From an optimization exercise on the open Yosys and OpenROAD flow, aimed at small area and a short achievable clock period; shortcuts taken in it are not production practice. No run shown here included a check of the RTL's function; only the layout flow was run. Power figures rest on the tool's default switching activity, not on a simulated workload.

**config.mk**
```make
export PLATFORM = sky130hd
export DESIGN_NAME = statem
export DESIGN_NICKNAME = statem
export VERILOG_FILES = /design/flow/design.v
export SDC_FILE = /design/flow/constraint.sdc
export NUM_CORES = 4
export LEC_CHECK = 0
export CAP_MARGIN = 20
export CORE_MARGIN = 2
export CORE_UTILIZATION = 40
export SETUP_SLACK_MARGIN = 2.5
export SLEW_MARGIN = 20
```
**flow/abc.script**
```
strash
dch -f
map -a
topo
```
**flow/run.sh**
```bash
#!/bin/bash
# Own flow: the standard layout, except that synthesis leaves adders to ABC
# (no full/half-adder cells) and maps with the ABC script in flow/abc.script.
set -euo pipefail
W=$(pwd)
# scripts folder = ORFS's scripts, with abc_area.script replaced by ours
mkdir -p "$W/scripts_own"
for f in "$FLOW_HOME"/scripts/*; do ln -sf "$f" "$W/scripts_own/"; done
rm -f "$W/scripts_own/abc_area.script"
cp "$W/flow/abc.script" "$W/scripts_own/abc_area.script"
make -C "$FLOW_HOME" DESIGN_CONFIG="$W/config.mk" WORK_HOME="$W/orfs" CLKGATE_MAP_FILE= \
	SYNTH_SCRIPT="$W/synth_recipe.tcl" SCRIPTS_DIR="$W/scripts_own" \
	ADDER_MAP_FILE= ABC_AREA=1 synth > "$W/synth.log" 2>&1
# the rest of the standard flow (synthesis is up to date, so make skips it)
bash "$W/standard.sh" > "$W/layout.log" 2>&1
```
**standard.sh**
```bash
#!/bin/bash
# synth_recipe.tcl (not shown) runs the flow's synth.tcl, then flattens the netlist and writes it again
# the make line also repeats each setting of config.mk as NAME=value (left out here)
make -C /OpenROAD-flow-scripts/flow DESIGN_CONFIG=/design/flow/config.mk WORK_HOME=/design/flow/orfs CLKGATE_MAP_FILE= SYNTH_SCRIPT=/design/flow/synth_recipe.tcl "${@:-finish}"
```
**design.v**
```verilog
module alu(
	input	wire		en,
	input	wire[3:0]	op,
	input	wire[15:0]	A,
	input	wire[15:0]	B,
	input	wire[15:0]	p,
	input	wire[15:0]	g,
	output	wire[15:0]	res
	);
	wire	o_and = en & (op == 4'b0011);
	wire	o_or  = en & (op == 4'b0100);
	wire	o_xor = en & (op == 4'b0101);
	wire	o_not = en & (op == 4'b0110);
	wire	o_sll = en & (op == 4'b0111);
	wire	o_srl = en & (op == 4'b1000);
	wire	o_sra = en & (op == 4'b1001);
	wire	o_rol = en & (op == 4'b1010);
	wire	right = (op[3:1] == 3'b100);
	wire	sg = o_and | o_or;
	wire	sp = o_or | o_xor;
	wire[15:0]	lo = ({16{sg}} & g) | ({16{sp}} & p) | ({16{o_not}} & ~A);
	wire[3:0]	b = B[3:0];
	wire[3:0]	amt;
	assign amt[0] = b[0];
	assign amt[1] = b[1] ^ (right & b[0]);
	assign amt[2] = b[2] ^ (right & (b[0] | b[1]));
	assign amt[3] = b[3] ^ (right & (b[0] | b[1] | b[2]));
	wire[15:0]	r0 = amt[0] ? {A[14:0], A[15]} : A;
	wire[15:0]	r1 = amt[1] ? {r0[13:0], r0[15:14]} : r0;
	wire[15:0]	r2 = amt[2] ? {r1[11:0], r1[15:12]} : r1;
	wire[15:0]	r3 = amt[3] ? {r2[7:0], r2[15:8]} : r2;
	wire		big = |B[15:4];
	wire		b16 = (B == 16'd16);
	wire[15:0]	tlv = 16'hffff << b;	 
	wire		rolm = o_rol & (~big | b16);
	wire		sllm = o_sll & ~big;
	wire		srm = (o_srl | o_sra) & ~big;
	genvar k;
	generate
		for (k = 0; k < 16; k = k + 1) begin : shm
			wire tr = tlv[15-k];
			wire m = (sllm & tlv[k]) | (srm & tr) | rolm;
			assign res[k] = (r3[k] & m) | (o_sra & A[15] & ~(tr & ~big)) | lo[k];
		end
	endgenerate
endmodule
module cla16(
	input	wire[15:0]	g,
	input	wire[15:0]	p,
	input	wire		ci,
	output	wire[16:0]	c
	);
	wire[79:0]	gl;
	wire[79:0]	pl;
	assign gl[15:0] = {g[15:1], g[0] | (p[0] & ci)};
	assign pl[15:0] = p;
	genvar k, l;
	generate
		for (l = 0; l < 4; l = l + 1) begin : lvl
			for (k = 0; k < 16; k = k + 1) begin : bt
				if ((k >> l) & 1) begin : op
					localparam integer j = ((k >> l) << l) - 1;
					assign gl[16*l+16+k] = gl[16*l+k] | (pl[16*l+k] & gl[16*l+j]);
					assign pl[16*l+16+k] = pl[16*l+k] & pl[16*l+j];
				end else begin : pass
					assign gl[16*l+16+k] = gl[16*l+k];
					assign pl[16*l+16+k] = pl[16*l+k];
				end
			end
		end
	endgenerate
	assign c = {gl[79:64], ci};
endmodule
module statem(
	input	wire		clk,
	input	wire		rst,
	input	wire[15:0]	sw,
	output	wire[15:0]	Fout
	);
	reg[1:0]	i;
	reg		show;		 
	reg[15:0]	A0;
	reg[15:0]	B0;
	reg		cin;
	reg		c4, c8, c12;
	wire	i0 = (i == 2'd0);
	wire	i1 = (i == 2'd1);
	wire	i2 = (i == 2'd2);
	wire	i3 = (i == 2'd3);
	wire	o_add = (sw[3:0] == 4'b0001);
	wire	o_sub = (sw[3:0] == 4'b0010);
	wire[15:0]	bn = ({16{i1}} & sw) | ({16{i2 & o_add}} & B0) | ({16{i2 & o_sub}} & ~B0);
	wire		cn = i2 & o_sub;
	wire[15:0]	pn = A0 ^ bn;
	wire[15:0]	gn = A0 & bn;
	wire[16:0]	cc;
	cla16 nc(.g(gn), .p(pn), .ci(cn), .c(cc));
	wire[15:0]	p = A0 ^ B0;
	wire[15:0]	g = A0 & B0;
	genvar k;
	wire[16:0]	c;
	assign c[0] = cin;
	assign c[4] = c4;
	assign c[8] = c8;
	assign c[12] = c12;
	generate
		for (k = 0; k < 16; k = k + 1) begin : fc
			if (k % 4 != 3)
				assign c[k+1] = g[k] | (p[k] & c[k]);
		end
	endgenerate
	assign c[16] = g[15] | (p[15] & c[15]);
	wire[15:0]	s = p ^ c[15:0];
	assign Fout = {16{show}} & s;
	wire	SF = s[15];
	wire	ZF = ~(|s);
	wire	CF = c[16] ^ cin;
	wire	OF = (c[15] ^ c[16]) & ~(cin & ~(|A0));
	wire[15:0]	res;
	alu a(.en(i2), .op(sw[3:0]), .A(A0), .B(B0), .p(p), .g(g), .res(res));
	always @(posedge clk or negedge rst) begin
		if (rst == 0) begin
			i <= 2'd0;
			show <= 1'b0;
		end else begin
			i <= i + 2'd1;
			if (i2)
				show <= 1'b1;
		end
	end
	always @(posedge clk) begin
		B0 <= bn;
		cin <= cn;
		c4 <= cc[4];
		c8 <= cc[8];
		c12 <= cc[12];
		if (i0 | i3 | (i2 & ~o_add & ~o_sub))
			A0 <= ({16{i0}} & sw) | res | {12'b0, {4{i3}} & {SF, OF, ZF, CF}};
	end
endmodule
```
**constraint.sdc**
```tcl
create_clock -name core_clock -period 6.0 [get_ports {clk}]
set_input_delay 1.2000 -clock core_clock [delete_from_list [all_inputs] [get_ports {clk}]]
set_output_delay 1.2000 -clock core_clock [all_outputs]
set_load 0.01 [all_outputs]
```
==> run summary, run 1 <==
# TYPE chip_impl_metric gauge
chip_impl_metric{name="final_min_period_over_clock_period",unit=""} 0.580
chip_impl_metric{name="path_max_fanout",unit=""} 5
chip_impl_metric{name="synth_to_final_area_change",unit="%"} 28.9
chip_impl_metric{name="async_flop_share",unit=""} 0.0769
chip_impl_metric{name="final.setup.tns",unit="ps"} 0
chip_impl_metric{name="power_leakage",unit="nW"} 1.79
chip_impl_metric{name="drt_pre_antenna_iters",unit=""} 7
chip_impl_metric{name="design.core.area",unit="sq um"} 9240
chip_impl_metric{name="synth.cell_area",unit="sq um"} 3790
chip_impl_metric{name="power.combinational.fraction",unit=""} 0.218
chip_impl_metric{name="peakVddDrop",unit="uV"} 85.7
chip_impl_info{name="end_kind",value="primary output"} 1
chip_impl_metric{name="fin_hold_ws",unit="ps"} 523
chip_impl_metric{name="synth.avg_cell_area",unit="sq um"} 6.25
chip_impl_metric{name="wl_per_cell",unit="microns"} 19.8
chip_impl_metric{name="timing.critical_path.slowest_cell_delay",unit="ps"} 560
chip_impl_metric{name="yosys_register_bits",unit=""} 39
chip_impl_metric{name="rows",unit=""} 35
chip_impl_info{name="cell_chain_of_the_critical_path",value="clkinv_2 > nor2_1 > o21bai_1 > a21oi_2 > o21ai_1 > xnor2_1 > nor2_1 > clkdlybuf4s50_1"} 1
chip_impl_metric{name="cts_max_path_buffers",unit=""} 2
chip_impl_info{name="crit_family",value="buffers and inverters"} 1
chip_impl_info{name="root_buffer",value="clkbuf_8"} 1
chip_impl_metric{name="synthCells",unit=""} 607
chip_impl_metric{name="pwr-share-seq",unit=""} 0.440
chip_impl_metric{name="skew_final",unit="ps"} 9.92
chip_impl_metric{name="synth.yosys.warnings",unit=""} 1
chip_impl_metric{name="port_buffers",unit=""} 33
chip_impl_metric{name="die_height",unit="microns"} 101
chip_impl_metric{name="timing.max_cap.violations",unit=""} 0
chip_impl_metric{name="maximum_number_of_pins_on_one_net_before_global_route_repair",unit=""} 34
chip_impl_metric{name="antenna_found_initial",unit=""} 0
chip_impl_metric{name="htreeDepth",unit=""} 2
chip_impl_info{name="timing.critical_path.mode_cell",value="nor2_1"} 1
chip_impl_metric{name="numClockSinks",unit=""} 39
chip_impl_metric{name="global_route_usage_sum",unit=""} 0.316
chip_impl_metric{name="period_minus_slack",unit="ps"} 3480
chip_impl_metric{name="floorplan.die.width",unit="microns"} 101
chip_impl_info{name="crit_path_start_kind",value="register"} 1
chip_impl_metric{name="placed_cells_incl_taps",unit=""} 775
chip_impl_metric{name="drt.antenna.violating_nets",unit=""} 0
chip_impl_metric{name="drc_errors",unit=""} 0
chip_impl_metric{name="setup_violators_final",unit=""} 0
chip_impl_info{name="r2r_start",value="B0[13]$_DFF_P_"} 1
chip_impl_metric{name="final_cell_count_no_fill",unit=""} 815
chip_impl_metric{name="number_of_distinct_library_cells_after_synthesis",unit=""} 31
chip_impl_metric{name="drt_iter0_markers",unit=""} 660
chip_impl_metric{name="worst-slew-pin-transition",unit="ps"} 900
chip_impl_info{name="hold_path.startpoint",value="i[0]$_DFF_PN0_"} 1
chip_impl_metric{name="final_layout_size_suffix_gt1_frac",unit=""} 0.136
chip_impl_metric{name="grt_first_pass_wirelength",unit="microns"} 24700
chip_impl_metric{name="ys_seq_area_frac",unit=""} 0.252
chip_impl_metric{name="slew_headroom",unit=""} 0.384
chip_impl_metric{name="internal_power",unit="W"} 0.000448
chip_impl_metric{name="finish.net_count",unit=""} 703
chip_impl_metric{name="io_pins",unit=""} 34
chip_impl_metric{name="cts_hold_buffers",unit=""} 0
chip_impl_metric{name="gp_congestion",unit=""} 0.984
chip_impl_metric{name="hold_viol_final",unit=""} 0
chip_impl_info{name="startpoint",value="A0[8]$_DFFE_PP_"} 1
chip_impl_metric{name="area_of_the_die",unit="sq um"} 10300
chip_impl_metric{name="number_of_buffers_created_by_cts",unit=""} 5
chip_impl_metric{name="detailedPlacementHpwl",unit="microns"} 12000
chip_impl_info{name="grt_setup_unrepaired",value="yes"} 1
chip_impl_info{name="cts_tree",value="done"} 1
chip_impl_metric{name="switching_power",unit="W"} 0.000213
chip_impl_metric{name="synth_enable_flop_cells",unit=""} 16
chip_impl_metric{name="power_frac_clock",unit=""} 0.342
chip_impl_info{name="synth-main-ff-cell",value="dfxtp_1"} 1
chip_impl_metric{name="required_time_of_the_critical_path",unit="ps"} 4800
chip_impl_metric{name="cp.arrival",unit="ps"} 2280
chip_impl_metric{name="start_util",unit=""} 0.411
chip_impl_metric{name="vias",unit=""} 4815
chip_impl_metric{name="areal_power_density_over_the_cells",unit="nW/um^2"} 135
chip_impl_metric{name="syn_nets",unit=""} 625
chip_impl_metric{name="globalRoute.totalOverflow",unit=""} 0
chip_impl_info{name="critical_path.slowest_cell",value="clkdlybuf4s50_1"} 1
chip_impl_metric{name="path_buf_inv",unit=""} 2
chip_impl_metric{name="avgViaCountPerCell",unit=""} 5.91
chip_impl_metric{name="max_clk_rate",unit="GHz"} 0.287
chip_impl_metric{name="timing.final.max_slew_violations",unit=""} 0
chip_impl_metric{name="vias_in_the_first_global_route",unit=""} 4560
chip_impl_info{name="timing.hold.worst.class",value="register to register"} 1
chip_impl_metric{name="antenna_cells_inserted",unit=""} 0
chip_impl_metric{name="power.switching_fraction",unit=""} 0.322
chip_impl_metric{name="clk_pin_slew_worst_paths",unit="ps"} 100
chip_impl_metric{name="finalWirelength",unit="microns"} 16200
chip_impl_info{name="outcome",value="finished clean"} 1
chip_impl_info{name="critPathKind",value="register to primary output"} 1
chip_impl_metric{name="clock_insertion_delay_worst_skew",unit="ps"} 310
per-stage QoR:
stage               total power [W]  area (sq um)  worst slack (ps)  utilization
global placement           0.000424          4390              1220        0.476
floorplan                  0.000369          3860              2450            -
finish                     0.000660          4890              2520        0.530
CTS                        0.000656          4850              2490        0.524
global route               0.000684          4890              2340        0.530
detailed placement         0.000425          4390              1030        0.476
power groups by stage:
stage	Sequential [W]	Clock [W]	Combinational [W]
after floorplan	0.000294	0	0.0000750
after global placement	0.000300	0	0.000124
after detailed placement	0.000300	0	0.000125
after CTS	0.000290	0.000226	0.000140
after global routing	0.000291	0.000236	0.000157
final	0.000291	0.000226	0.000144
Yosys cell counts (all sizes together), types with 7 or more instances:
cell / number / area share
nand4: 8 / 0.013
nand3: 11 / 0.015
o21a: 8 / 0.016
o2111ai: 10 / 0.023
o221ai: 7 / 0.016
nand2: 85 / 0.084
o21ai: 74 / 0.098
a22oi: 19 / 0.038
o22ai: 8 / 0.013
xor2: 16 / 0.037
nor3: 11 / 0.015
a21oi: 35 / 0.046
edfxtp: 16 / 0.13
clkinv: 100 / 0.099
nor2: 125 / 0.12
a221oi: 16 / 0.037
dfxtp: 20 / 0.11
sequential cells by signal (all words and copies together), names as in the netlist:
name / cells
A0: 16
B0: 16
i: 2
c12: 1
c4: 1
c8: 1
cin: 1
show: 1
cell type report:
cell class	instances	area, sq um
Clock inverter	2	12.5
Clock buffer	6	93.8
Inverter	100	405
Tap cell	129	161
Multi-Input combinational cell	471	2640
Fill cell	944	4350
Sequential cell	39	963
Timing Repair Buffer	68	622
worst reg2reg max path, cell delays in order (launching register included):
cell,delay [ps]
dfxtp_1,370
nor4_1,570
nand2_1,260
nor2_4,310
clkinv_1,310
nor2_4,310
clkinv_1,270
o211ai_1,160
o21ai_1,100
a21oi_1,220
a2111oi_2,80
o221ai_1,90
final timing paths:
| check | slack, ps | to | depth (start not counted) |
|---|---|---|---|
| worst max register to register | 2790 | A0[0]$_DFFE_PP_ | 11 |
| worst min-delay path | 520 | i[0]$_DFF_PN0_ | 1 |
| worst max-delay path | 2520 | Fout[11] | 8 |
| max in group asynchronous | 4800 | i[1]$_DFF_PN0_ | 1 |
| worst min register to register | 520 | i[0]$_DFF_PN0_ | 1 |
| min in group asynchronous | 1060 | show$_DFFE_PN0N_ | 1 |
repair_timing:
action,in CTS,in global routing
setup endpoints to repair,27,20
gates cloned,3,0
hold endpoints to repair,0,0
setup buffers,28,1
pin swaps,9,4
gates resized for setup,46,24
metal layers:
layer	vias up	part of all wire	GRT usage
met5	-	0	0
met3	60	0.10	0.0614
met2	298	0.45	0.521
met1	2162	0.40	0.400
li1	2295	-	-
met4	0	0.045	0.148
cell usage in the layout, fill, tap and decap left out, types with 10 or more instances in the layout:
cell             instances
nand3_1                 11
a22oi_1                 18
nor3_1                  11
o21ai_0                 62
a21oi_1                 32
nand2_1                 85
nor2_1                 107
o21ai_1                 12
clkdlybuf4s50_1         23
edfxtp_1                16
a221oi_1                16
o2111ai_1               10
clkinv_1                89
nor2_2                  12
dfxtp_1                 16
xor2_1                  14
buf_4                   32
logic make-up (layout without fill, tap and decap cells):
group / after synthesis / after routing / synth area share
buf+inv: 100 / 176 / 0.0989
compound gates: 194 / 196 / 0.323
fa+ha+maj: 1 / 1 / 0.00264
xor+xnor: 22 / 23 / 0.0508
mux: 4 / 4 / 0.0109
simple gates: 247 / 247 / 0.261
flops: 39 / 39 / 0.252
==> run 2, diff against run 1 <==
==> flow/abc.script (replaced) <==
strash
&get -n
&st
&dch -f
&nf -a
&put
topo
--- a/config.mk
+++ b/config.mk
@@ -9,4 +9,4 @@
 export CORE_MARGIN = 2
 export CORE_UTILIZATION = 40
-export SETUP_SLACK_MARGIN = 2.5
+export SETUP_SLACK_MARGIN = 3.4
 export SLEW_MARGIN = 20
==> run 2 against run 1 <==
Against the previous run:
- critical endpoint is now Fout[7]
- critical path depth fell by 2
- largest power group unchanged
- synthesized cell count down 23%
- flip-flop and latch count is the same
- first-iteration DRC count decreased by 0.91%
==> run summary, run 2 <==
# TYPE chip_impl_metric gauge
chip_impl_info{name="outcome",value="finished clean"} 1
chip_impl_metric{name="vias_in_the_first_global_route",unit=""} 4615
chip_impl_metric{name="globalRoute.totalOverflow",unit=""} 0
chip_impl_metric{name="die_height",unit="microns"} 101
chip_impl_metric{name="htreeDepth",unit=""} 2
chip_impl_metric{name="finalWirelength",unit="microns"} 17700
chip_impl_metric{name="final.setup.tns",unit="ps"} 0
chip_impl_metric{name="drt_iter0_markers",unit=""} 654
chip_impl_metric{name="period_minus_slack",unit="ps"} 3500
chip_impl_metric{name="cts_hold_buffers",unit=""} 0
chip_impl_metric{name="skew_final",unit="ps"} 9.54
chip_impl_info{name="end_kind",value="primary output"} 1
chip_impl_metric{name="timing.final.max_slew_violations",unit=""} 0
chip_impl_metric{name="grt_first_pass_wirelength",unit="microns"} 26000
chip_impl_info{name="synth_largest_area_cell",value="edfxtp_1"} 1
chip_impl_metric{name="drt_pre_antenna_iters",unit=""} 8
chip_impl_metric{name="global_route_usage_sum",unit=""} 0.335
chip_impl_metric{name="synthCells",unit=""} 465
chip_impl_metric{name="timing.max_cap.violations",unit=""} 0
chip_impl_metric{name="area_of_the_die",unit="sq um"} 10300
chip_impl_metric{name="hold_viol_final",unit=""} 0
chip_impl_metric{name="port_buffers",unit=""} 33
chip_impl_metric{name="avgViaCountPerCell",unit=""} 6.72
chip_impl_metric{name="clk_pin_slew_worst_paths",unit="ps"} 90
chip_impl_metric{name="synth.avg_cell_area",unit="sq um"} 8.17
chip_impl_metric{name="ys_seq_area_frac",unit=""} 0.252
chip_impl_metric{name="fin_hold_ws",unit="ps"} 573
chip_impl_metric{name="final_util",unit=""} 0.679
chip_impl_info{name="timing.hold.worst.class",value="register to register"} 1
chip_impl_metric{name="async_flop_share",unit=""} 0.0769
chip_impl_metric{name="synth_to_final_area_change",unit="%"} 65.2
chip_impl_metric{name="reg2reg_slack",unit="ps"} 3110
chip_impl_metric{name="drc_errors",unit=""} 0
chip_impl_info{name="grt_setup_unrepaired",value="yes"} 1
chip_impl_metric{name="design.core.area",unit="sq um"} 9240
chip_impl_metric{name="setup_violators_final",unit=""} 0
chip_impl_metric{name="io_pins",unit=""} 34
chip_impl_info{name="most_numerous_cell_in_the_yosys_netlist",value="nor2_1"} 1
chip_impl_metric{name="clock_insertion_delay_worst_skew",unit="ps"} 310
chip_impl_metric{name="final_cell_count_no_fill",unit=""} 736
chip_impl_metric{name="synthDominantCellAreaShare",unit=""} 0.127
chip_impl_metric{name="number_of_distinct_library_cells_after_synthesis",unit=""} 51
chip_impl_metric{name="antenna_found_initial",unit=""} 0
chip_impl_metric{name="final_layout_size_suffix_gt1_frac",unit=""} 0.420
chip_impl_metric{name="gp_congestion",unit=""} 0.959
chip_impl_info{name="biggestRegsByFlops",value="A0 (16), B0 (16), i (2)"} 1
chip_impl_metric{name="start_util",unit=""} 0.411
chip_impl_info{name="most-common-layout-cells",value="61 x buf_4, 37 x nor2_1, 34 x nand2_1, 33 x buf_6, 21 x mux2i_1"} 1
chip_impl_metric{name="synth.yosys.warnings",unit=""} 1
chip_impl_metric{name="numClockSinks",unit=""} 39
chip_impl_metric{name="synth.cell_area",unit="sq um"} 3800
chip_impl_metric{name="final_min_period_over_clock_period",unit=""} 0.583
chip_impl_metric{name="required_time_of_the_critical_path",unit="ps"} 4800
chip_impl_metric{name="cts_max_path_buffers",unit=""} 2
chip_impl_metric{name="power_leakage",unit="nW"} 2.26
chip_impl_metric{name="number_of_buffers_created_by_cts",unit=""} 5
chip_impl_metric{name="cp.arrival",unit="ps"} 2300
chip_impl_metric{name="placed_cells_incl_taps",unit=""} 630
chip_impl_info{name="layout.cells.most_common",value="buf_4"} 1
chip_impl_info{name="crit_path_start_kind",value="register"} 1
chip_impl_metric{name="finish.net_count",unit=""} 624
chip_impl_metric{name="vias",unit=""} 4945
chip_impl_info{name="synth.area.top_cells",value="edfxtp_1 13%, dfxtp_1 11%, mux2i_1 10%"} 1
chip_impl_metric{name="detailedPlacementHpwl",unit="microns"} 10500
chip_impl_metric{name="rows",unit=""} 35
chip_impl_metric{name="synth_enable_flop_cells",unit=""} 16
chip_impl_info{name="synth.cells.most_frequent",value="45 x nor2_1, 42 x o21ai_0, 38 x mux2i_1, 38 x nand2_1, 23 x a21oi_1"} 1
chip_impl_metric{name="areal_power_density_over_the_cells",unit="nW/um^2"} 103
chip_impl_metric{name="max_clk_rate",unit="GHz"} 0.286
chip_impl_info{name="critPathKind",value="register to primary output"} 1
chip_impl_info{name="cts_tree",value="done"} 1
chip_impl_info{name="synth-main-ff-cell",value="dfxtp_1"} 1
chip_impl_metric{name="maximum_number_of_pins_on_one_net_before_global_route_repair",unit=""} 21
chip_impl_metric{name="slew_headroom",unit=""} 0.513
chip_impl_metric{name="path_max_fanout",unit=""} 2
chip_impl_metric{name="yosys_register_bits",unit=""} 39
chip_impl_metric{name="syn_nets",unit=""} 483
chip_impl_metric{name="floorplan.die.width",unit="microns"} 101
chip_impl_metric{name="drt.antenna.violating_nets",unit=""} 0
chip_impl_metric{name="peakVddDrop",unit="uV"} 96.8
chip_impl_metric{name="antenna_cells_inserted",unit=""} 0
chip_impl_metric{name="wl_per_cell",unit="microns"} 24.0
chip_impl_info{name="root_buffer",value="clkbuf_8"} 1
chip_impl_metric{name="worst-slew-pin-transition",unit="ps"} 729
-- run 2: kinds of logic (layout without fill, tap and decap cells) --
| family | after synthesis | in the layout | synth area share |
|---|---|---|---|
| and+or+nand+nor | 178 | 179 | 0.235 |
| adders and majority gates | 14 | 14 | 0.0369 |
| xor gates and xnor gates | 39 | 44 | 0.0899 |
| muxes | 45 | 45 | 0.121 |
| buffers and inverters | 6 | 142 | 0.00593 |
| AOI/OAI and AO/OA | 144 | 144 | 0.260 |
| DFF | 39 | 39 | 0.252 |
-- run 2: final timing paths --
kind	endpoint	cells after the start	startpoint
setup reg to reg	A0[11]$_DFFE_PP_	6	B0[13]$_DFF_P_
min in group asynchronous	show$_DFFE_PN0N_	1	rst
hold reg to reg	i[0]$_DFF_PN0_	1	i[0]$_DFF_PN0_
hold / removal	i[0]$_DFF_PN0_	1	i[0]$_DFF_PN0_
setup / recovery	Fout[7]	6	A0[4]$_DFFE_PP_
max in group asynchronous	i[0]$_DFF_PN0_	1	rst
-- run 2: area by class of cell --
class                   count  area (sq um)
multi-input cells         426          3820
fillers                   743          2970
repair buffers            128          1210
flip-flops and latches     39           971
well taps                 129           161
clock buffers               7          76.3
inverters                   6          22.5
clock inverters             1          5.00
-- run 2: repair_timing --
action	4_1_cts	5_1_grt
endpoints found under the setup margin	68	35
gates resized for setup	206	68
setup buffers	68	24
gates cloned	6	0
pin swaps	53	50
-- run 2: routing by layer --
metal	vias up	part of all wire	GRT usage
met2	351	0.47	0.553
met5	-	0	0
met4	0	0.055	0.170
met3	103	0.095	0.0663
met1	2374	0.38	0.417
li1	2117	-	-
-- run 2: worst max-delay path: stages (launching register included) --
cell,delay (ps)
edfxtp_1,480
maj3_2,370
maj3_2,330
maj3_2,340
xor2_2,210
and2_4,170
buf_6,90
-- run 2: stage by stage --
stage          setup slack (ps)  area [sq um]  total power (W)
6_report                   2500          6270         0.000649
3_3_place_gp               1980          4530         0.000407
5_1_grt                    2480          6270         0.000669
4_1_cts                    2590          5810         0.000623
3_5_place_dp               1940          4530         0.000409
2_1_floorplan              2940          4010         0.000359
-- run 2: power by group --
group	internal (W)	leakage (nW)	switching, W
logic	0.0000882	1.86	0.0000798
registers	0.000279	0.356	0.0000151
clock network	0.0000819	0.0422	0.000105
==> run 3, diff against run 2 <==
--- a/flow/run.sh
+++ b/flow/run.sh
@@ -12,4 +12,6 @@
 	SYNTH_SCRIPT="$W/synth_recipe.tcl" SCRIPTS_DIR="$W/scripts_own" \
 	ADDER_MAP_FILE= ABC_AREA=1 synth > "$W/synth.log" 2>&1
-# the rest of the standard flow (synthesis is up to date, so make skips it)
+# the rest of the standard flow (synthesis is up to date, so make skips it),
+# with plain buffers on the ports
+export BUFFER_PORTS_ARGS="-buffer_cell sky130_fd_sc_hd__buf_2"
 bash "$W/standard.sh" > "$W/layout.log" 2>&1
--- a/config.mk
+++ b/config.mk
@@ -9,4 +9,4 @@
 export CORE_MARGIN = 2
 export CORE_UTILIZATION = 40
-export SETUP_SLACK_MARGIN = 3.4
+export SETUP_SLACK_MARGIN = 2.5
 export SLEW_MARGIN = 20
==> run 3 against run 2 <==
Against the previous run:
- still clean on timing, DRC and antenna
- final area down 29%
- non-clock buffer count decreased by 74
- wire length fell by 21%
- critical path type unchanged
==> run summary, run 3 <==
# TYPE chip_impl_metric gauge
chip_impl_metric{name="detailedPlacementHpwl",unit="microns"} 10200
chip_impl_metric{name="post_synth_and_or_nand_nor_area_fraction",unit=""} 0.235
chip_impl_info{name="critPathKind",value="register to primary output"} 1
chip_impl_metric{name="synth_to_final_area_change",unit="%"} 17.8
chip_impl_metric{name="synthDominantCellAreaShare",unit=""} 0.127
chip_impl_metric{name="drt_iter0_markers",unit=""} 436
chip_impl_metric{name="grt_first_pass_wirelength",unit="microns"} 21500
chip_impl_metric{name="required_time_of_the_critical_path",unit="ps"} 4800
chip_impl_metric{name="clk_pin_slew_worst_paths",unit="ps"} 90
chip_impl_metric{name="number_of_buffers_created_by_cts",unit=""} 5
chip_impl_metric{name="multi_input_comb_area",unit="sq um"} 2890
chip_impl_metric{name="globalRoute.totalOverflow",unit=""} 0
chip_impl_metric{name="die_height",unit="microns"} 101
chip_impl_metric{name="finalWirelength",unit="microns"} 14000
chip_impl_metric{name="vias_in_the_first_global_route",unit=""} 3940
chip_impl_metric{name="period_minus_slack",unit="ps"} 3450
chip_impl_metric{name="yosys_register_bits",unit=""} 39
chip_impl_metric{name="finish.net_count",unit=""} 544
chip_impl_info{name="layout.cells.most_common",value="nor2_1"} 1
chip_impl_info{name="most-common-layout-cells",value="44 x nor2_1, 38 x mux2i_1, 38 x nand2_1, 35 x o21ai_0, 33 x buf_2"} 1
chip_impl_metric{name="syn_nets",unit=""} 483
chip_impl_metric{name="cts_hold_buffers",unit=""} 0
chip_impl_info{name="cts_tree",value="done"} 1
chip_impl_info{name="synth.area.top_cells",value="edfxtp_1 13%, dfxtp_1 11%, mux2i_1 10%"} 1
chip_impl_metric{name="synth-compound-area-share",unit=""} 0.260
chip_impl_metric{name="avgViaCountPerCell",unit=""} 6.41
chip_impl_metric{name="final.setup.tns",unit="ps"} 0
chip_impl_info{name="synth-main-ff-cell",value="dfxtp_1"} 1
chip_impl_metric{name="post_synth_xor_area_fraction",unit=""} 0.0900
chip_impl_metric{name="clock_insertion_delay_worst_skew",unit="ps"} 300
chip_impl_metric{name="worst-slew-pin-transition",unit="ps"} 1160
chip_impl_info{name="grt_setup_unrepaired",value="no"} 1
chip_impl_metric{name="slew_headroom",unit=""} 0.222
chip_impl_metric{name="ys_seq_area_frac",unit=""} 0.252
chip_impl_metric{name="io_pins",unit=""} 34
chip_impl_metric{name="timing.final.max_slew_violations",unit=""} 0
chip_impl_metric{name="post-layout-total-power",unit="W"} 0.000615
chip_impl_metric{name="design.core.area",unit="sq um"} 9240
chip_impl_metric{name="final_min_period_over_clock_period",unit=""} 0.575
chip_impl_metric{name="synthCells",unit=""} 465
chip_impl_info{name="end_kind",value="primary output"} 1
chip_impl_metric{name="htreeDepth",unit=""} 2
chip_impl_metric{name="number_of_distinct_library_cells_after_synthesis",unit=""} 51
chip_impl_metric{name="path_max_fanout",unit=""} 2
chip_impl_metric{name="hold_viol_final",unit=""} 0
chip_impl_info{name="most_numerous_cell_in_the_yosys_netlist",value="nor2_1"} 1
chip_impl_metric{name="max_clk_rate",unit="GHz"} 0.290
chip_impl_metric{name="global_route_usage_sum",unit=""} 0.272
chip_impl_metric{name="areal_power_density_over_the_cells",unit="nW/um^2"} 138
chip_impl_metric{name="async_flop_share",unit=""} 0.0769
chip_impl_metric{name="num-fill-cells",unit=""} 917
chip_impl_metric{name="start_util",unit=""} 0.411
chip_impl_info{name="crit_path_start_kind",value="register"} 1
chip_impl_metric{name="cp.arrival",unit="ps"} 2250
chip_impl_info{name="root_buffer",value="clkbuf_8"} 1
chip_impl_metric{name="skew_final",unit="ps"} 7.59
chip_impl_metric{name="gp_congestion",unit=""} 0.904
chip_impl_metric{name="cts_max_path_buffers",unit=""} 2
chip_impl_metric{name="area_of_the_die",unit="sq um"} 10300
chip_impl_metric{name="floorplan.die.width",unit="microns"} 101
chip_impl_metric{name="synth_enable_flop_cells",unit=""} 16
chip_impl_metric{name="antenna_cells_inserted",unit=""} 0
chip_impl_metric{name="synth.avg_cell_area",unit="sq um"} 8.17
chip_impl_metric{name="numClockSinks",unit=""} 39
chip_impl_metric{name="drt.antenna.violating_nets",unit=""} 0
chip_impl_metric{name="maximum_number_of_pins_on_one_net_before_global_route_repair",unit=""} 28
chip_impl_metric{name="rows",unit=""} 35
chip_impl_metric{name="power_leakage",unit="nW"} 1.69
chip_impl_info{name="synth.cells.most_frequent",value="45 x nor2_1, 42 x o21ai_0, 38 x mux2i_1, 38 x nand2_1, 23 x a21oi_1"} 1
chip_impl_metric{name="seq_area",unit="sq um"} 956
chip_impl_metric{name="timing.max_cap.violations",unit=""} 0
chip_impl_info{name="synth_largest_area_cell",value="edfxtp_1"} 1
chip_impl_info{name="synth_top_family_by_area",value="compound AO/OA/AOI/OAI gates"} 1
chip_impl_metric{name="synth.yosys.warnings",unit=""} 1
chip_impl_info{name="outcome",value="finished clean"} 1
chip_impl_metric{name="adder_cell_share_of_the_synthesized_area",unit=""} 0.0369
chip_impl_metric{name="peakVddDrop",unit="uV"} 70.5
chip_impl_metric{name="synth.cell_area",unit="sq um"} 3800
chip_impl_metric{name="port_buffers",unit=""} 33
chip_impl_metric{name="drc_errors",unit=""} 0
chip_impl_metric{name="reg2reg_slack",unit="ps"} 3080
chip_impl_metric{name="antenna_found_initial",unit=""} 0
chip_impl_info{name="timing.hold.worst.class",value="register to register"} 1
chip_impl_metric{name="wl_per_cell",unit="microns"} 21.3
chip_impl_metric{name="final_layout_size_suffix_gt1_frac",unit=""} 0.152
chip_impl_info{name="biggestRegsByFlops",value="A0 (16), B0 (16), i (2)"} 1
chip_impl_metric{name="setup_violators_final",unit=""} 0
chip_impl_metric{name="drt_pre_antenna_iters",unit=""} 6
chip_impl_metric{name="post_synth_mux_area_share",unit=""} 0.121
chip_impl_metric{name="vias",unit=""} 4206
## run 3: cell types whose count changed in the layout (fill, tap and decap cells not counted), moves of 11 or more
| cell | delta |
|---|---|
| buf_4 | -41 |
| buf_6 | -32 |
| buf_2 | +23 |
| o21ai_0 | +18 |
| mux2i_1 | +17 |
| xnor2_4 | -15 |
| xnor2_1 | +14 |
| clkdlybuf4s50_1 | -13 |
| mux2i_2 | -11 |
## run 3: power breakdown
group          internal [W]  switching [W]   total, W
sequential         0.000281      0.0000161   0.000297
clock              0.000118       0.000105   0.000223
combinational     0.0000423      0.0000529  0.0000952
## run 3: area by class of cell
cell class,instances,area share
Inverter,6,0.00503
Clock inverter,1,0.00112
Sequential cell,39,0.214
Multi-Input combinational cell,420,0.647
Timing Repair Buffer,54,0.0730
Clock buffer,7,0.0241
Tap cell,129,0.0361
## run 3: critical path, stage by stage, from the launching register on
cell and delay [ps]:
edfxtp_1 440, maj3_2 350, maj3_2 350, maj3_2 340
xor2_2 160, and2_0 170, buf_2 140
## run 3: worst paths after layout
kind / endpoint / depth (start not counted) / from
min reg2reg: i[0]$_DFF_PN0_ / 1 / i[0]$_DFF_PN0_
max in group asynchronous: show$_DFFE_PN0N_ / 1 / rst
min in group asynchronous: i[0]$_DFF_PN0_ / 1 / rst
max: Fout[11] / 6 / A0[8]$_DFFE_PP_
max reg2reg: A0[9]$_DFFE_PP_ / 6 / B0[1]$_DFF_P_
min: i[0]$_DFF_PN0_ / 1 / i[0]$_DFF_PN0_
## run 3: kinds of logic (layout without fill, tap and decap cells)
group | Yosys count | after routing
xor gates and xnor gates | 39 | 39
and+or+nand+nor | 178 | 178
adders and majority gates | 14 | 14
DFF | 39 | 39
muxes | 45 | 45
AOI/OAI and AO/OA | 144 | 144
buffers and inverters | 6 | 68
## run 3: routing by layer
layer	wire, microns	GRT usage	vias up
met5	0	0	-
met4	339	0.0904	0
met3	1220	0.0497	31
met2	6360	0.436	217
met1	6070	0.370	1997
li1	-	-	1961
## run 3: timing repair
item | CTS | global route
gates cloned | 0 | 0
gates resized for setup | 15 | 7
setup endpoints to repair | 6 | 14
buffers inserted | 6 | 6
pin swaps | 2 | 2
## run 3: through the flow
stage               instances  area (sq um)   util  setup slack, ps  hold WS (ps)
global route              656          4470  0.484             2500           588
global placement          636          4210  0.456             2170           518
finish                    656          4470  0.484             2550           550
detailed placement        636          4220  0.456             2070           539
CTS                       650          4400  0.476             2510           555
floorplan                 465          3820      -             2650           486
==> run 4, diff against run 3 <==
--- a/config.mk
+++ b/config.mk
@@ -9,4 +9,4 @@
 export CORE_MARGIN = 2
 export CORE_UTILIZATION = 40
-export SETUP_SLACK_MARGIN = 2.5
+export SETUP_SLACK_MARGIN = 2.8
 export SLEW_MARGIN = 20
==> run 4 against run 3 <==
Against the previous run:
- clock power decreased by 13%
- first-iteration DRC count up 12%
- flip-flop and latch count unchanged
- total power down 3.9%
- critical path depth stayed put
- global-route usage is 0.41 points higher
- wire length increased by 2.1%
- die area unchanged
- register-to-register slack worse by 120 ps
- sequential power barely moved
- highest routed layer unchanged
==> run summary, run 4 <==
# TYPE chip_impl_metric gauge
chip_impl_metric{name="yosys_register_bits",unit=""} 39
chip_impl_metric{name="detailedPlacementHpwl",unit="microns"} 10200
chip_impl_metric{name="globalRoute.totalOverflow",unit=""} 0
chip_impl_metric{name="grt_first_pass_wirelength",unit="microns"} 22000
chip_impl_info{name="most-common-layout-cells",value="43 x nor2_1, 37 x mux2i_1, 36 x nand2_1"} 1
chip_impl_metric{name="start_util",unit=""} 0.411
chip_impl_metric{name="synth.avg_cell_area",unit="sq um"} 8.17
chip_impl_metric{name="clock_insertion_delay_worst_skew",unit="ps"} 320
chip_impl_metric{name="synthDominantCellAreaShare",unit=""} 0.127
chip_impl_metric{name="drt_iter0_markers",unit=""} 487
chip_impl_info{name="worst_hold_path.endpoint",value="i[0]$_DFF_PN0_"} 1
chip_impl_metric{name="period_minus_slack",unit="ps"} 3460
chip_impl_metric{name="numClockSinks",unit=""} 39
chip_impl_metric{name="slew_headroom",unit=""} 0.471
chip_impl_metric{name="maximum_number_of_pins_on_one_net_before_global_route_repair",unit=""} 27
chip_impl_metric{name="hold_viol_final",unit=""} 0
chip_impl_info{name="outcome",value="finished clean"} 1
chip_impl_info{name="end_kind",value="primary output"} 1
chip_impl_metric{name="synthCells",unit=""} 465
chip_impl_metric{name="synth.yosys.warnings",unit=""} 1
chip_impl_metric{name="ys_seq_area_frac",unit=""} 0.252
chip_impl_metric{name="timing.max_cap.violations",unit=""} 0
chip_impl_metric{name="postPlaceCellArea",unit="sq um"} 4260
chip_impl_metric{name="groute.layer.met2.usage",unit=""} 0.438
chip_impl_metric{name="peakVddDrop",unit="uV"} 86.4
chip_impl_metric{name="wl_per_cell",unit="microns"} 21.2
chip_impl_metric{name="power_leakage",unit="nW"} 1.79
chip_impl_info{name="cts_tree",value="done"} 1
chip_impl_info{name="hold_path.startpoint",value="i[0]$_DFF_PN0_"} 1
chip_impl_metric{name="final_min_period_over_clock_period",unit=""} 0.577
chip_impl_metric{name="timing.final.max_slew_violations",unit=""} 0
chip_impl_info{name="biggestRegsByFlops",value="A0 (16), B0 (16), i (2)"} 1
chip_impl_metric{name="die_height",unit="microns"} 101
chip_impl_metric{name="skew_final",unit="ps"} 17.9
chip_impl_info{name="r2r_start",value="A0[12]$_DFFE_PP_"} 1
chip_impl_metric{name="reg2reg_slack",unit="ps"} 2960
chip_impl_info{name="critPathKind",value="register to primary output"} 1
chip_impl_info{name="synth.cells.most_frequent",value="45 x nor2_1, 42 x o21ai_0, 38 x mux2i_1, 38 x nand2_1, 23 x a21oi_1"} 1
chip_impl_info{name="timing.hold.worst.class",value="register to register"} 1
chip_impl_info{name="reg2reg_to",value="A0[3]$_DFFE_PP_"} 1
chip_impl_metric{name="io_pins",unit=""} 34
chip_impl_metric{name="synth_enable_flop_cells",unit=""} 16
chip_impl_metric{name="drt.antenna.violating_nets",unit=""} 0
chip_impl_metric{name="required_time_of_the_critical_path",unit="ps"} 4800
chip_impl_metric{name="clk_pin_slew_worst_paths",unit="ps"} 80
chip_impl_metric{name="syn_nets",unit=""} 483
chip_impl_metric{name="cts_hold_buffers",unit=""} 0
chip_impl_info{name="synth-main-ff-cell",value="dfxtp_1"} 1
chip_impl_metric{name="antenna_found_initial",unit=""} 0
chip_impl_metric{name="port_buffers",unit=""} 33
chip_impl_metric{name="final_layout_size_suffix_gt1_frac",unit=""} 0.215
chip_impl_metric{name="number_of_buffers_created_by_cts",unit=""} 5
chip_impl_info{name="most_numerous_cell_in_the_yosys_netlist",value="nor2_1"} 1
chip_impl_metric{name="async_flop_share",unit=""} 0.0769
chip_impl_metric{name="rows",unit=""} 35
chip_impl_metric{name="final.setup.tns",unit="ps"} 0
chip_impl_info{name="crit_path_start_kind",value="register"} 1
chip_impl_metric{name="vias_in_the_first_global_route",unit=""} 4037
chip_impl_metric{name="hold-path-cell-count",unit=""} 1
chip_impl_metric{name="global_route_usage_sum",unit=""} 0.277
chip_impl_metric{name="post-place-ws",unit="ps"} 2290
chip_impl_info{name="grt_setup_unrepaired",value="yes"} 1
chip_impl_info{name="root_buffer",value="clkbuf_8"} 1
chip_impl_metric{name="floorplan.die.width",unit="microns"} 101
chip_impl_metric{name="drc_errors",unit=""} 0
chip_impl_metric{name="areal_power_density_over_the_cells",unit="nW/um^2"} 125
chip_impl_info{name="grt-busiest-layer",value="met2"} 1
chip_impl_metric{name="finish.net_count",unit=""} 561
chip_impl_metric{name="worst-slew-pin-transition",unit="ps"} 793
chip_impl_info{name="synth_largest_area_cell",value="edfxtp_1"} 1
chip_impl_metric{name="drt_pre_antenna_iters",unit=""} 5
chip_impl_metric{name="synth_to_final_area_change",unit="%"} 24.1
chip_impl_metric{name="antenna_cells_inserted",unit=""} 0
chip_impl_metric{name="globalRouteMet1Util",unit=""} 0.380
chip_impl_metric{name="avgViaCountPerCell",unit=""} 6.54
chip_impl_metric{name="cts_max_path_buffers",unit=""} 2
chip_impl_metric{name="finalWirelength",unit="microns"} 14300
chip_impl_metric{name="groute.layer.met3.usage",unit=""} 0.0442
chip_impl_metric{name="setup_ws",unit="ps"} 2540
chip_impl_metric{name="layout.cell_area.non_filler",unit="sq um"} 4710
chip_impl_metric{name="synth.cell_area",unit="sq um"} 3800
chip_impl_info{name="layout.cells.most_common",value="nor2_1"} 1
chip_impl_metric{name="number_of_distinct_library_cells_after_synthesis",unit=""} 51
chip_impl_metric{name="cp.arrival",unit="ps"} 2260
chip_impl_metric{name="max_clk_rate",unit="GHz"} 0.289
chip_impl_metric{name="htreeDepth",unit=""} 2
chip_impl_info{name="synth.area.top_cells",value="edfxtp_1 13%, dfxtp_1 11%, mux2i_1 10%"} 1
chip_impl_metric{name="area_of_the_die",unit="sq um"} 10300
chip_impl_metric{name="gp_congestion",unit=""} 0.940
chip_impl_metric{name="worstRegToRegCells",unit=""} 8
chip_impl_metric{name="path_max_fanout",unit=""} 2
chip_impl_metric{name="design.core.area",unit="sq um"} 9240
chip_impl_metric{name="vias",unit=""} 4402
chip_impl_metric{name="setup_violators_final",unit=""} 0
-- run 4: how the worst max path moves through the flow --
stage                           from     endpoint  cells after the start
global route        A0[12]$_DFFE_PP_     Fout[15]                      6
floorplan                      sw[3]  c12$_DFF_P_                      7
CTS                  A0[8]$_DFFE_PP_     Fout[11]                      6
detailed placement             sw[3]  c12$_DFF_P_                      8
global placement               sw[3]  c12$_DFF_P_                      8
finish               A0[4]$_DFFE_PP_      Fout[7]                      6
-- run 4: report_power, final --
part	internal (W)	switching (W)	total (W)
Sequential	0.000281	0.0000160	0.000297
Clock	0.0000820	0.000111	0.000193
Combinational	0.0000453	0.0000560	0.000101
-- run 4: cells by family (layout without fill, tap and decap cells) --
logic type,Yosys count,after routing,share of synthesized area
buffers and inverters,6,84,0.00593
AO/OA/AOI/OAI,144,144,0.260
XOR/XNOR,39,40,0.0899
adder cells (fa/ha/maj),14,14,0.0369
flip-flops,39,39,0.252
multiplexers,45,45,0.121
AND/OR/NAND/NOR,178,178,0.235
-- run 4: critical path, cell delays in order, from the launching register on --
cell and delay [ps]:
edfxtp_1 490, maj3_2 370, maj3_2 320, maj3_2 330, xor2_2 150, and2_1 160, buf_2 130
-- run 4: what timing repair did --
action | CTS | global route
resized for setup | 21 | 19
pin swaps | 10 | 10
setup endpoints to repair | 17 | 20
cloned | 1 | 0
buffers inserted | 10 | 17
-- run 4: per-stage QoR --
| stage | util | std cells | power (W) | hold WS (ps) |
|---|---|---|---|---|
| final | 0.510 | 673 | 0.000591 | 558 |
| after global routing | 0.510 | 673 | 0.000606 | 568 |
| after CTS | 0.487 | 656 | 0.000579 | 546 |
| after detailed placement | 0.461 | 637 | 0.000390 | 526 |
| after global placement | 0.459 | 635 | 0.000389 | 519 |
| after floorplan | - | 465 | 0.000353 | 486 |
-- run 4: per-layer routing --
metal  routed length [microns]  part of all wire  vias to the layer above
met5                         0                 0                        -
met2                      6520              0.46                      272
met4                       551             0.039                        0
met3                      1250             0.087                       52
met1                      5960              0.42                     2083
li1                          -                 -                     1995
-- run 4: layout make-up --
| type | count | area [sq um] |
|---|---|---|
| multi-input cells | 421 | 3040 |
| clock inverters | 2 | 11.3 |
| fillers | 900 | 4530 |
| well taps | 129 | 161 |
| flip-flops and latches | 39 | 958 |
| inverters | 6 | 22.5 |
| clock buffers | 6 | 72.6 |
| repair buffers | 70 | 448 |
==> run 5, diff against run 4 <==
==> flow/abc.script (replaced) <==
strash
&get -n
&st
&dch -f
&nf -R 75
&put
topo
==> run 5 against run 4 <==
Against the previous run:
- global-route usage down 0.15 points
- combinational power about the same
- via count is 3.1% lower
- critical path depth unchanged
- die area down 3.7%
- still clean on timing, DRC and antenna
- sequential power shrank 1%
==> run summary, run 5 <==
# TYPE chip_impl_metric gauge
chip_impl_metric{name="timing.critical_path.slowest_cell_delay",unit="ps"} 420
chip_impl_metric{name="syn_nets",unit=""} 502
chip_impl_metric{name="path_max_fanout",unit=""} 2
chip_impl_metric{name="final_util",unit=""} 0.519
chip_impl_metric{name="globalRoute.totalOverflow",unit=""} 0
chip_impl_metric{name="cp.arrival",unit="ps"} 2130
chip_impl_metric{name="wl_per_cell",unit="microns"} 20.8
chip_impl_metric{name="antenna_cells_inserted",unit=""} 0
chip_impl_metric{name="yosys_register_bits",unit=""} 39
chip_impl_metric{name="synth-compound-area-share",unit=""} 0.293
chip_impl_info{name="synth.cells.most_frequent",value="63 x nor2_1, 60 x o21ai_0, 56 x nand2_1"} 1
chip_impl_metric{name="synthCells",unit=""} 484
chip_impl_metric{name="hold_viol_final",unit=""} 0
chip_impl_metric{name="maximum_number_of_pins_on_one_net_before_global_route_repair",unit=""} 33
chip_impl_metric{name="synthDominantCellAreaShare",unit=""} 0.132
chip_impl_metric{name="clock_insertion_delay_worst_skew",unit="ps"} 310
chip_impl_metric{name="start_util",unit=""} 0.415
chip_impl_metric{name="required_time_of_the_critical_path",unit="ps"} 4800
chip_impl_metric{name="post-place-ws",unit="ps"} 2080
chip_impl_info{name="grt_setup_unrepaired",value="yes"} 1
chip_impl_metric{name="adder_cell_share_of_the_synthesized_area",unit=""} 0.0247
chip_impl_metric{name="htreeDepth",unit=""} 2
chip_impl_metric{name="design.core.area",unit="sq um"} 8810
chip_impl_info{name="synth_largest_area_cell",value="edfxtp_1"} 1
chip_impl_metric{name="async_flop_share",unit=""} 0.0769
chip_impl_metric{name="port_buffers",unit=""} 33
chip_impl_metric{name="post_synth_and_or_nand_nor_area_fraction",unit=""} 0.248
chip_impl_info{name="timing.critical_path.mode_cell",value="maj3_2"} 1
chip_impl_metric{name="finalWirelength",unit="microns"} 13800
chip_impl_metric{name="antenna_found_initial",unit=""} 0
chip_impl_metric{name="avgViaCountPerCell",unit=""} 6.42
chip_impl_info{name="timing.hold.worst.class",value="register to register"} 1
chip_impl_metric{name="gp_congestion",unit=""} 0.964
chip_impl_metric{name="skew_final",unit="ps"} 17.3
chip_impl_metric{name="period_minus_slack",unit="ps"} 3330
chip_impl_info{name="layout.cells.most_common",value="nor2_1"} 1
chip_impl_metric{name="power_frac_clock",unit=""} 0.382
chip_impl_info{name="synth_top_family_by_area",value="compound AO/OA/AOI/OAI gates"} 1
chip_impl_metric{name="timing.max_cap.violations",unit=""} 0
chip_impl_info{name="synth.area.top_cells",value="edfxtp_1 13%, dfxtp_1 11%, o21ai_0 8.2%"} 1
chip_impl_metric{name="vias",unit=""} 4264
chip_impl_metric{name="peakVddDrop",unit="uV"} 130
chip_impl_metric{name="power_leakage",unit="nW"} 1.70
chip_impl_metric{name="synth_enable_flop_cells",unit=""} 16
chip_impl_info{name="outcome",value="finished clean"} 1
chip_impl_metric{name="setup_violators_final",unit=""} 0
chip_impl_metric{name="post_synth_xor_area_fraction",unit=""} 0.0960
chip_impl_info{name="biggestRegsByFlops",value="A0 (16), B0 (16), i (2)"} 1
chip_impl_metric{name="number_of_buffers_created_by_cts",unit=""} 5
chip_impl_metric{name="final.setup.tns",unit="ps"} 0
chip_impl_metric{name="pwr-share-seq",unit=""} 0.463
chip_impl_info{name="most_numerous_cell_in_the_yosys_netlist",value="nor2_1"} 1
chip_impl_metric{name="synth.cell_area",unit="sq um"} 3650
chip_impl_metric{name="floorplan.die.width",unit="microns"} 99.5
chip_impl_metric{name="synth.avg_cell_area",unit="sq um"} 7.54
chip_impl_metric{name="vias_in_the_first_global_route",unit=""} 3930
chip_impl_metric{name="postPlaceCellArea",unit="sq um"} 4030
chip_impl_metric{name="final_min_period_over_clock_period",unit=""} 0.555
chip_impl_info{name="critical_path.slowest_cell",value="edfxtp_1"} 1
chip_impl_metric{name="drc_errors",unit=""} 0
chip_impl_metric{name="finish.net_count",unit=""} 573
chip_impl_metric{name="rows",unit=""} 34
chip_impl_metric{name="worst-slew-pin-transition",unit="ps"} 881
chip_impl_metric{name="internal_power",unit="W"} 0.000459
chip_impl_metric{name="layout.cell_area.non_filler",unit="sq um"} 4570
chip_impl_metric{name="drt_iter0_markers",unit=""} 520
chip_impl_metric{name="drt_pre_antenna_iters",unit=""} 6
chip_impl_metric{name="power.combinational.fraction",unit=""} 0.156
chip_impl_metric{name="switching_power",unit="W"} 0.000175
chip_impl_metric{name="timing.final.max_slew_violations",unit=""} 0
chip_impl_metric{name="clk_pin_slew_worst_paths",unit="ps"} 80
chip_impl_metric{name="drt.antenna.violating_nets",unit=""} 0
chip_impl_info{name="synth-main-ff-cell",value="dfxtp_1"} 1
chip_impl_metric{name="grt_first_pass_wirelength",unit="microns"} 21300
chip_impl_metric{name="cts_max_path_buffers",unit=""} 2
chip_impl_info{name="cts_tree",value="done"} 1
chip_impl_metric{name="post_synth_mux_area_share",unit=""} 0.0716
chip_impl_metric{name="die_height",unit="microns"} 99.5
chip_impl_metric{name="io_pins",unit=""} 34
chip_impl_info{name="critPathKind",value="register to primary output"} 1
chip_impl_metric{name="ys_seq_area_frac",unit=""} 0.262
chip_impl_metric{name="areal_power_density_over_the_cells",unit="nW/um^2"} 139
chip_impl_info{name="crit_family",value="adder cells"} 1
chip_impl_metric{name="global_route_usage_sum",unit=""} 0.275
chip_impl_metric{name="setup_ws",unit="ps"} 2670
chip_impl_metric{name="numClockSinks",unit=""} 39
chip_impl_metric{name="placed_cells_incl_taps",unit=""} 633
chip_impl_info{name="end_kind",value="primary output"} 1
chip_impl_metric{name="max_clk_rate",unit="GHz"} 0.300
chip_impl_metric{name="synth_to_final_area_change",unit="%"} 25.2
chip_impl_info{name="cell_chain_of_the_critical_path",value="maj3_2 > maj3_2 > maj3_2 > xnor2_2 > nor2_1 > buf_2"} 1
chip_impl_metric{name="power.switching_fraction",unit=""} 0.276
chip_impl_metric{name="number_of_distinct_library_cells_after_synthesis",unit=""} 41
chip_impl_metric{name="synth.yosys.warnings",unit=""} 1
chip_impl_info{name="root_buffer",value="clkbuf_8"} 1
chip_impl_metric{name="area_of_the_die",unit="sq um"} 9910
chip_impl_info{name="most-common-layout-cells",value="58 x nor2_1, 54 x nand2_1, 49 x o21ai_0, 34 x a21oi_1, 32 x buf_2"} 1
chip_impl_info{name="crit_path_start_kind",value="register"} 1
chip_impl_metric{name="final_layout_size_suffix_gt1_frac",unit=""} 0.201
chip_impl_metric{name="detailedPlacementHpwl",unit="microns"} 9750
chip_impl_metric{name="final_cell_count_no_fill",unit=""} 664
chip_impl_metric{name="path_buf_inv",unit=""} 1
chip_impl_metric{name="slew_headroom",unit=""} 0.411
==> run 5: stage by stage <==
step                power, W  hold WS [ps]
floorplan           0.000352           485
global placement    0.000383           503
detailed placement  0.000385           516
CTS                 0.000628           533
global route        0.000659           564
finish              0.000634           529
==> run 5: what timing repair did <==
action                     CTS  global route
hold endpoints to repair     0             0
hold buffers                 0             0
pin swaps                    6            11
setup endpoints to repair   26            23
cloned                       2             1
gates resized for setup     26            36
buffers inserted            14             6
==> run 5: final timing paths <==
check | startpoint | end | slack (ps) | depth (start not counted)
setup / recovery | A0[12]$_DFFE_PP_ | Fout[15] | 2670 | 6
hold / removal | i[0]$_DFF_PN0_ | i[0]$_DFF_PN0_ | 530 | 1
setup reg to reg | A0[12]$_DFFE_PP_ | A0[2]$_DFFE_PP_ | 2910 | 10
hold reg to reg | i[0]$_DFF_PN0_ | i[0]$_DFF_PN0_ | 530 | 1
max in group asynchronous | rst | i[1]$_DFF_PN0_ | 5210 | 1
min in group asynchronous | rst | i[0]$_DFF_PN0_ | 690 | 1
==> run 5: final cells by class <==
class	count	area (sq um)
clock buffers	6	82.6
clock inverters	2	35.0
fillers	868	4240
inverters	5	18.8
multi-input cells	442	2900
flip-flops and latches	39	965
well taps	108	135
repair buffers	62	439
==> run 5: cells by family (layout without fill, tap and decap cells) <==
group | Yosys count | after routing
compound gates | 170 | 171
xor+xnor | 40 | 41
fa+ha+maj | 9 | 9
buf+inv | 5 | 75
flops | 39 | 39
mux | 25 | 25
simple gates | 196 | 196
==> run 5: worst register-to-register path: stages, from the launching register on <==
cell	delay [ps]
edfxtp_1	420
maj3_2	340
maj3_2	340
maj3_2	350
buf_4	140
buf_4	140
maj3_1	450
nor2_1	130
nor3_1	70
a211oi_2	280
o21ai_0	160
==> run 5: per-layer routing <==
metal / GRT usage / routed length, microns / vias up / part of all wire
li1: - / - / 2003 / -
met1: 0.393 / 5880 / 1972 / 0.43
met2: 0.427 / 6200 / 254 / 0.45
met3: 0.0464 / 1320 / 35 / 0.096
met4: 0.0780 / 377 / 0 / 0.027
met5: 0 / 0 / - / 0
==> run 5: power groups by stage <==
stage                     clock (W)  combinational, W  sequential [W]
after floorplan                   0         0.0000553        0.000296
after global placement            0         0.0000803        0.000303
after detailed placement          0         0.0000816        0.000303
after CTS                  0.000242         0.0000928        0.000293
after global routing       0.000256          0.000109        0.000294
final                      0.000242         0.0000988        0.000293

## static timing again, ports no longer ideal
Ports are ideal in the flow. The routed layouts listed here were re-timed in OpenROAD.
Step 1 sets driving cells, clkbuf_16 on the clock port and buf_2 on the other inputs (assumed; they add their load-dependent delay and slew).
Step 2 moves the port delays by t, midway between the first and last clock arrival at a register: inputs arrive t later, outputs are due t later. That takes back most of the time a late clock gives input paths.
Three values: ideal ports, drivers, drivers and shift; two values: the first two.
run | shift t [ns] | setup slack, ns | worst hold slack (ns) | clock arrival spread, ns | slew at the worst register clock pin (ns)
run 1 | 0.341 | 2.522 / 2.488 / 2.230 | 0.523 / 0.523 / 0.523 | 0.010 / 0.010 | 0.10 / 0.10
run 2 | 0.334 | 2.504 / 2.472 / 2.583 | 0.573 / 0.573 / 0.573 | 0.010 / 0.010 | 0.09 / 0.09
run 3 | 0.325 | 2.550 / 2.517 / 2.327 | 0.550 / 0.550 / 0.550 | 0.008 / 0.007 | 0.09 / 0.09
run 4 | 0.341 | 2.536 / 2.502 / 2.501 | 0.558 / 0.558 / 0.558 | 0.018 / 0.018 | 0.10 / 0.10
run 5 | 0.330 | 2.670 / 2.639 / 2.577 | 0.529 / 0.529 / 0.529 | 0.018 / 0.018 | 0.10 / 0.10
After both steps setup and hold are still met in every run listed. The setup slack of run 1, which loses most, moves by -0.034 ns with the drivers and by -0.292 ns with both steps.
